From an optimization exercise on the open Yosys and OpenROAD flow, aimed at small area; shortcuts taken in it are not production practice. The RTL was checked by simulation tests, not by an equivalence proof against the original design. The flow treats the clock pin as an ideal source, which a real chip does not have. Power is estimated from default activity; no workload was simulated.

try-zinc:
Design c6288_top, start of the top module:
module c6288_top (clk,
    in256, in239, in222, in205, in188, in171, in154, in137, in120, in103, in86, in69, in52, in35, in18, in1, in528, in511, in494, in477, in460, in443, in426, in409, in392, in375, in358, in341, in324, in307, in290, in273,
    out6287, out6288, out6280, out6270, out6260, out6250, out6240, out6230, out6220, out6210, out6200, out6190, out6180, out6170, out6160, out6150, out6123, out5971, out5672, out5308, out4946, out4591, out4241, out3895, out3552, out3211, out2877, out2548, out2223, out1901, out1581, out545);
==> flow/config.mk <==
export PLATFORM = sky130hd
export DESIGN_NAME = c6288_top
export DESIGN_NICKNAME = c6288_top
export VERILOG_FILES = /design/flow/design.v
export SDC_FILE = /design/flow/constraint.sdc
export NUM_CORES = 4
export LEC_CHECK = 0
export CAP_MARGIN = 20
export CORE_MARGIN = 2
export CORE_UTILIZATION = 40
export CTS_BUF_LIST = sky130_fd_sc_hd__clkbuf_8
export CTS_CLUSTER_DIAMETER = 200
export CTS_CLUSTER_SIZE = 40
export SLEW_MARGIN = 20
export SYNTH_HIERARCHICAL = 1
export SYNTH_MINIMUM_KEEP_SIZE = 0
==> flow/constraint.sdc <==
create_clock -name core_clock -period 10.0 [get_ports {clk}]
set_input_delay 2.0000 -clock core_clock [delete_from_list [all_inputs] [get_ports {clk}]]
set_output_delay 2.0000 -clock core_clock [all_outputs]
set_load 0.01 [all_outputs]
standard.sh (not shown) runs the stock make flow with config.mk's settings and CLKGATE_MAP_FILE= SYNTH_SCRIPT=/design/flow/synth_recipe.tcl, a recipe that flattens the netlist after the stock synthesis.
==> flow/flow/run.sh <==
#!/bin/bash
set -euo pipefail
bash standard.sh \
  "BUFFER_PORTS_ARGS=-inputs -buffer_cell sky130_fd_sc_hd__buf_2" \
  "PRE_GLOBAL_PLACE_TCL=$PWD/flow/outbuf.tcl" \
  "CTS_ARGS=-sink_clustering_enable -repair_clock_nets -buf_list sky130_fd_sc_hd__clkbuf_8 -root_buf sky130_fd_sc_hd__clkbuf_8 -sink_clustering_size 32 -sink_clustering_max_diameter 400 -dont_use_dummy_load" \
  finish > standard_flow.log 2>&1
==> flow/flow/outbuf.tcl <==
# Buffer every output port with the smallest buffer and keep those buffers
# (global_place.tcl's remove_buffers would otherwise take them out again).
# The inputs are buffered by the standard buffer_ports call after this hook.
buffer_ports -outputs -buffer_cell sky130_fd_sc_hd__buf_1
set n 0
foreach port [get_ports out*] {
  set net [get_nets [get_full_name $port]]
  foreach pin [get_pins -of_objects $net -filter "direction == output"] {
    set_dont_touch [get_cells -of_objects $pin]
    incr n
  }
}
puts "dont_touch set on $n output buffers"
if { $n != 32 } { error "expected 32 output buffers, found $n" }
--- input diff try-zinc..try-nickel ---
==> flow/flow/run.sh <==
#!/bin/bash
set -euo pipefail
bash standard.sh \
  "BUFFER_PORTS_ARGS=-inputs -buffer_cell sky130_fd_sc_hd__buf_2" \
  "PRE_GLOBAL_PLACE_TCL=$PWD/flow/outbuf.tcl" \
  finish > standard_flow.log 2>&1
==> flow/flow/outbuf.tcl <==
# Buffer every output port with the smallest buffer and keep those buffers
# (global_place.tcl's remove_buffers would otherwise take them out again).
# The inputs are buffered by the standard buffer_ports call after this hook.
buffer_ports -outputs -buffer_cell sky130_fd_sc_hd__buf_1
foreach port [get_ports out*] {
  foreach pin [get_pins -of_objects [get_nets -of_objects $port] -filter "direction == output"] {
    set_dont_touch [get_cells -of_objects $pin]
  }
}
--- outcome ---
Among try-zinc and try-nickel, a clean, completed layout was produced by try-zinc alone. The initial core utilization was comparable across try-zinc and try-nickel. As far as die extent in x goes, try-nickel and try-zinc are indistinguishable; the numbers are identical. Changes observed in try-nickel relative to try-zinc: post-synthesis instance area comparable, count of input and output buffers shows a reduction of 50%. Diff try-nickel..try-zinc | fraction of the mapped netlist area in compound gates | unchanged. Looking at try-zinc and try-nickel, the number of nets in the synthesized netlist is a wash. Comparing try-nickel against try-zinc, there is no change at all in y dimension of the die.
Here is what was changed in the inputs of try-willow compared with try-nickel.
-- flow/flow/outbuf.tcl --
<<< try-nickel, line 5
>>> try-willow, line 5
set n 0
<<< try-nickel, line 6
  foreach pin [get_pins -of_objects [get_nets -of_objects $port] -filter "direction == output"] {
>>> try-willow, line 7
  set net [get_nets [get_full_name $port]]
  foreach pin [get_pins -of_objects $net -filter "direction == output"] {
<<< try-nickel, line 8
>>> try-willow, line 10
    incr n
<<< try-nickel, line 10
>>> try-willow, line 13
puts "dont_touch set on $n output buffers"
if { $n != 32 } { error "expected 32 output buffers, found $n" }
--- outcome ---
Die boundary height delta (try-willow -> try-nickel): insignificant
try-nickel -> try-willow: synthesized cell count delta 0, exact match
Distinct cell type count after synthesis came out exactly the same in try-willow and try-nickel.
try-willow vs try-nickel — count of buffers inserted at the top-level ports rose 32.
try-willow reached the end of the flow, and the finished layout is clean on the timing, DRC and antenna checks.
For try-cedar, these inputs were changed with respect to try-willow:
Settings: a deleted CTS_CLUSTER_SIZE that had been 40; a deleted CTS_BUF_LIST that had been sky130_fd_sc_hd__clkbuf_8; a deleted CTS_CLUSTER_DIAMETER that had been 200.
==> flow/run.sh (new file) <==
#!/bin/bash
# synth_recipe.tcl (not shown) runs the flow's synth.tcl, then flattens the netlist and writes it again
# the make line also repeats each setting of config.mk as NAME=value (left out here)
make -C /OpenROAD-flow-scripts/flow DESIGN_CONFIG=/design/flow/config.mk WORK_HOME=/design/flow/orfs CLKGATE_MAP_FILE= SYNTH_SCRIPT=/design/flow/synth_recipe.tcl finish
removed: flow/flow/run.sh
removed: flow/flow/outbuf.tcl
removed: flow/standard.sh
## What came out
try-cedar ended with every stage complete and zero timing, DRC or antenna violations.
Vias: try-cedar above try-willow
The fraction of the core area covered by cells at the end of the flow number comes out lower for try-willow vs try-cedar.
Summary: with try-willow as the reference, final total power in try-cedar moved up by a little under 10%.
On sum of routed wire length over all layers: try-cedar sits above try-willow.
Run comparison: try-cedar timing endpoint of the critical path out6288; try-willow timing endpoint of the critical path out6240
Design area (try-cedar over try-willow): increase, 9.5%
Re sequential share of layout area: try-willow was higher than try-cedar.
try-willow -> try-cedar: final instance count without filler cells increased by a few percent
On part of the total power dissipated in combinational logic, the higher figure sits with try-willow, not try-cedar.

* * *

c6288_top, a different RTL version from the one above (not shown whole).
Size in the first run: about 600 cells after synthesis, roughly 6600 um^2 of cells after synthesis.
## c6288_top
module c6288_top (clk,
    in256, in239, in222, in205, in188, in171, in154, in137, in120, in103, in86, in69, in52, in35, in18, in1, in528, in511, in494, in477, in460, in443, in426, in409, in392, in375, in358, in341, in324, in307, in290, in273,
    out6287, out6288, out6280, out6270, out6260, out6250, out6240, out6230, out6220, out6210, out6200, out6190, out6180, out6170, out6160, out6150, out6123, out5971, out5672, out5308, out4946, out4591, out4241, out3895, out3552, out3211, out2877, out2548, out2223, out1901, out1581, out545);
  input clk;
  input in256, in239, in222, in205, in188, in171, in154, in137, in120, in103, in86, in69, in52, in35, in18, in1, in528, in511, in494, in477, in460, in443, in426, in409, in392, in375, in358, in341, in324, in307, in290, in273;
  output reg out6287, out6288, out6280, out6270, out6260, out6250, out6240, out6230, out6220, out6210, out6200, out6190, out6180, out6170, out6160, out6150, out6123, out5971, out5672, out5308, out4946, out4591, out4241, out3895, out3552, out3211, out2877, out2548, out2223, out1901, out1581, out545;
  wire c_out6287;
  wire c_out6288;
  wire c_out6280;
  wire c_out6270;
  wire c_out6260;
  wire c_out6250;
  wire c_out6240;
  wire c_out6230;
  wire c_out6220;
  wire c_out6210;
  wire c_out6200;
  wire c_out6190;
  wire c_out6180;
  wire c_out6170;
  wire c_out6160;
  wire c_out6150;
  wire c_out6123;
  wire c_out5971;
  wire c_out5672;
  wire c_out5308;
  wire c_out4946;
  wire c_out4591;
  wire c_out4241;
  wire c_out3895;
  ...
Settings: LEC_CHECK=0, CAP_MARGIN=20, CORE_MARGIN=2, CORE_UTILIZATION=40, GPL_TIMING_DRIVEN=0, SLEW_MARGIN=20, SYNTH_HIERARCHICAL=1, SYNTH_MINIMUM_KEEP_SIZE=0; clock period 10.0 ns.
==> flow/flow/run.sh <==
#!/bin/bash
set -euo pipefail
bash standard.sh \
  "BUFFER_PORTS_ARGS=-inputs -buffer_cell sky130_fd_sc_hd__buf_1" \
  "PRE_GLOBAL_PLACE_TCL=$PWD/flow/outbuf.tcl" \
  "PRE_CTS_TCL=$PWD/flow/clkbuf.tcl" \
  "CTS_ARGS=-sink_clustering_enable -repair_clock_nets -buf_list sky130_fd_sc_hd__clkbuf_8 -root_buf sky130_fd_sc_hd__clkbuf_8 -sink_clustering_size 32 -sink_clustering_max_diameter 400 -dont_use_dummy_load" \
  finish > standard_flow.log 2>&1
==> flow/flow/clkbuf.tcl <==
# Drive all flip-flop clock pins from one clkbuf_16 at the middle of the core,
# so that the clock port feeds a single buffer.
set block [ord::get_db_block]
set core [$block getCoreArea]
set dbu [$block getDbUnitsPerMicron]
set x [expr { ([$core xMin] + [$core xMax]) / 2.0 / $dbu }]
set y [expr { ([$core yMin] + [$core yMax]) / 2.0 / $dbu }]
insert_buffer -buffer_cell sky130_fd_sc_hd__clkbuf_16 -net clk -location [list $x $y] -buffer_name clkroot -net_name clk_root
global_connect
detailed_placement
==> flow/flow/outbuf.tcl <==
# Buffer every output port with the smallest buffer and keep those buffers
# (global_place.tcl's remove_buffers would otherwise take them out again).
# The inputs are buffered by the standard buffer_ports call after this hook.
buffer_ports -outputs -buffer_cell sky130_fd_sc_hd__buf_1
# connect the new buffers' power and ground pins by the design's global rules
global_connect
set n 0
foreach port [get_ports out*] {
  set net [get_nets [get_full_name $port]]
  foreach pin [get_pins -of_objects $net -filter "direction == output"] {
    set_dont_touch [get_cells -of_objects $pin]
    incr n
  }
}
puts "dont_touch set on $n output buffers"
if { $n != 32 } { error "expected 32 output buffers, found $n" }
Rerun with:
==> flow/flow/run.sh (replaced) <==
#!/bin/bash
set -euo pipefail
bash standard.sh \
  "BUFFER_PORTS_ARGS=-inputs -buffer_cell sky130_fd_sc_hd__buf_2" \
  "PRE_GLOBAL_PLACE_TCL=$PWD/flow/outbuf.tcl" \
  "CTS_ARGS=-repair_clock_nets -buf_list sky130_fd_sc_hd__clkbuf_8 -root_buf sky130_fd_sc_hd__clkbuf_8 -dont_use_dummy_load" \
  finish > standard_flow.log 2>&1
--- a/flow/flow/outbuf.tcl
+++ b/flow/flow/outbuf.tcl
@@ -3,6 +3,4 @@
 # The inputs are buffered by the standard buffer_ports call after this hook.
 buffer_ports -outputs -buffer_cell sky130_fd_sc_hd__buf_1
-# connect the new buffers' power and ground pins by the design's global rules
-global_connect
 set n 0
 foreach port [get_ports out*] {
removed: flow/flow/clkbuf.tcl
After rerunning:
- The new run passed the timing, DRC and antenna checks
- flip-flop and latch count does not change
- die area stays the same
- via count is lower by 1.4%
- setup slack gets worse by 0.069 ns
- routed wire length barely changes
Rerun with:
==> flow/flow/run.sh (replaced) <==
#!/bin/bash
set -euo pipefail
bash standard.sh \
  "BUFFER_PORTS_ARGS=-inputs -buffer_cell sky130_fd_sc_hd__buf_1" \
  "PRE_GLOBAL_PLACE_TCL=$PWD/flow/outbuf.tcl" \
  "PRE_CTS_TCL=$PWD/flow/clkbuf.tcl" \
  "CTS_ARGS=-clk_nets clk -dont_use_dummy_load" \
  finish > standard_flow.log 2>&1
==> flow/flow/clkbuf.tcl (new file) <==
# Clock tree by hand: the clock port drives two clock buffers, each driving the
# flip-flops of one half of the core (split at the median x), placed at the
# centre of its flip-flops.  TritonCTS is then told to skip the clock net.
set block [ord::get_db_block]
set dbu [$block getDbUnitsPerMicron]
set sinks {}
foreach pin [get_pins -of_objects [get_nets clk] -filter "direction == input"] {
  set inst [[ord::get_db_block] findInst [get_full_name [get_cells -of_objects $pin]]]
  set loc [$inst getLocation]
  lappend sinks [list [lindex $loc 0] [lindex $loc 1] [get_full_name $pin]]
}
set sinks [lsort -real -index 0 $sinks]
set n [llength $sinks]
set half [expr { $n / 2 }]
set groups [list [lrange $sinks 0 [expr { $half - 1 }]] [lrange $sinks $half end]]
set i 0
foreach g $groups {
  set sx 0.0; set sy 0.0; set pins {}
  foreach s $g {
    set sx [expr { $sx + [lindex $s 0] }]
    set sy [expr { $sy + [lindex $s 1] }]
    lappend pins [get_pins [lindex $s 2]]
  }
  set x [expr { $sx / [llength $g] / $dbu }]
  set y [expr { $sy / [llength $g] / $dbu }]
  insert_buffer -buffer_cell sky130_fd_sc_hd__clkbuf_8 -net clk -load_pins $pins \
    -location [list $x $y] -buffer_name clkbuf_h$i -net_name clk_h$i
  incr i
}
puts "clock split into $i buffers over $n flip-flops"
global_connect
detailed_placement
--- a/flow/flow/outbuf.tcl
+++ b/flow/flow/outbuf.tcl
@@ -3,4 +3,6 @@
 # The inputs are buffered by the standard buffer_ports call after this hook.
 buffer_ports -outputs -buffer_cell sky130_fd_sc_hd__buf_1
+# connect the new buffers' power and ground pins by the design's global rules
+global_connect
 set n 0
 foreach port [get_ports out*] {
Routed wire length falls slightly.
Setup slack degrades by 0.021 ns.
Cell count falls slightly.
Cell area falls slightly.
First-iteration DRC count falls by a few percent.
Die area is unchanged.
Combinational power hardly moves.
Flip-flop and latch count stays the same.
Global-route usage falls by 0.89 points.
Utilization falls by 0.16 points.
Fmax barely changes.

* * *

c6288_top, a different RTL version from the one above (not shown whole).
Size: ~610 cells after synthesis, roughly 6600 um2 of cells after synthesis.
export LEC_CHECK = 0
export CAP_MARGIN = 20
export CORE_MARGIN = 2
export CORE_UTILIZATION = 50
export GPL_TIMING_DRIVEN = 0
export SETUP_SLACK_MARGIN = -0.4
export SLEW_MARGIN = 20
export SYNTH_HIERARCHICAL = 1
export SYNTH_MINIMUM_KEEP_SIZE = 0
create_clock -name core_clock -period 10.0 [get_ports {clk}]
==> flow/flow/run.sh <==
#!/bin/bash
set -euo pipefail
bash standard.sh \
  "BUFFER_PORTS_ARGS=-inputs -buffer_cell sky130_fd_sc_hd__buf_1" \
  "PRE_GLOBAL_PLACE_TCL=$PWD/flow/outbuf.tcl" \
  "POST_FLOORPLAN_TCL=$PWD/flow/downsize.tcl" \
  "PRE_CTS_TCL=$PWD/flow/clkbuf.tcl" \
  "CTS_ARGS=-clk_nets clk -dont_use_dummy_load" \
  finish > standard_flow.log 2>&1
==> flow/flow/downsize.tcl <==
# Area recovery after synthesis: ABC sizes some logic gates up for a load it
# assumes; set every such gate back to its smallest (_1) size with the same
# function.  The later timing repairs size gates up again where a path needs it.
set n 0
foreach inst [[ord::get_db_block] getInsts] {
  set m [[$inst getMaster] getName]
  if { [regexp {^(sky130_fd_sc_hd__(a21oi|a21o|and2|or2|o21ai|nand2|nor2|xnor2|xor2|inv|ha|fa))_[248]$} $m -> base] } {
    replace_cell [$inst getName] ${base}_1
    incr n
  }
}
puts "downsized $n gates"
Other scripts of this flow, unchanged in this note and not shown: flow/flow/clkbuf.tcl, flow/flow/outbuf.tcl
Edit:
Settings changed: CORE_UTILIZATION 50 to 40.
Die area is higher by a quarter to a third.
Worst setup slack barely changes.
Design area rises slightly.
Via count climbs slightly.
Maximum frequency is about the same.
Wire length falls slightly.
Sequential share of layout area is about the same.
Global-route usage falls by 5.4 points.
Critical path depth is unchanged.
Edit:
Settings changed: SETUP_SLACK_MARGIN -0.4 to not set.
Result: Area after synthesis stays the same; core utilization goes up by 0.31 points; via count stays flat; die area is unchanged; cell area rose by 0.69%; clock power barely changes; power rose by 0.90%; synthesized cell count stays the same; setup slack improved by 0.28 ns; first-iteration DRC count went down by 16%; global-route usage barely changes.
Edit:
==> flow/flow/run.sh (replaced) <==
#!/bin/bash
set -euo pipefail
bash standard.sh \
  "BUFFER_PORTS_ARGS=-inputs -buffer_cell sky130_fd_sc_hd__buf_1" \
  "PRE_GLOBAL_PLACE_TCL=$PWD/flow/outbuf.tcl" \
  "PRE_CTS_TCL=$PWD/flow/clkbuf.tcl" \
  "CTS_ARGS=-clk_nets clk -dont_use_dummy_load" \
  finish > standard_flow.log 2>&1
removed: flow/flow/downsize.tcl
Result: Area after synthesis stays the same; combinational power increases by about 4%; worst hold slack improved by 0.22 ns; design area is about the same; worst setup slack improved by 0.010 ns; synthesized cell count is unchanged; total power increases by 3.5%; wire length increases by about 1.7%; fmax barely changes.

what the ideal ports hide:
The results above use ideal ports. As a check the final layouts listed here were re-extracted and re-timed, cells and wires unchanged.
Step 1, drivers: a clkbuf_16 drives clk and a buf_2 each remaining input, both assumed.
Step 2 times the ports against the registers' clock, not the clock port: input delays grow and output delays shrink by t, the midpoint of the rising clock arrivals with the driver on.
Three values: ideal ports, drivers, drivers and shift; two values: the first two.
run | t, ns | slack for setup (ns) | worst setup path at the end
try-zinc | 0.341 | 0.717 / 0.731 / 0.390 | input to register
try-willow | 0.348 | 0.737 / 0.749 / 0.402 | input to register
try-cedar | 0.335 | 0.644 / 0.661 / 0.327 | input to register
the first run of note 2 | 0.458 | 0.366 / 0.381 / -0.077 | input to register
the second run of note 2 | 0.341 | 0.297 / 0.307 / -0.033 | input to register
the third run of note 2 | 0.226 | 0.276 / 0.300 / 0.074 | input to register
the first run of note 3 | 0.232 | 0.343 / 0.383 / 0.151 | input to register
the second run of note 3 | 0.237 | 0.345 / 0.386 / 0.149 | input to register
the third run of note 3 | 0.237 | 0.628 / 0.662 / 0.425 | input to register
the fourth run of note 3 | 0.231 | 0.639 / 0.679 / 0.448 | input to register
Met with ideal ports but missed after step 2: setup timing in the first run of note 2 and the second run of note 2. For the first run of note 2, which loses most, drivers alone change the setup slack by +0.015 ns; drivers and shift together by -0.443 ns.
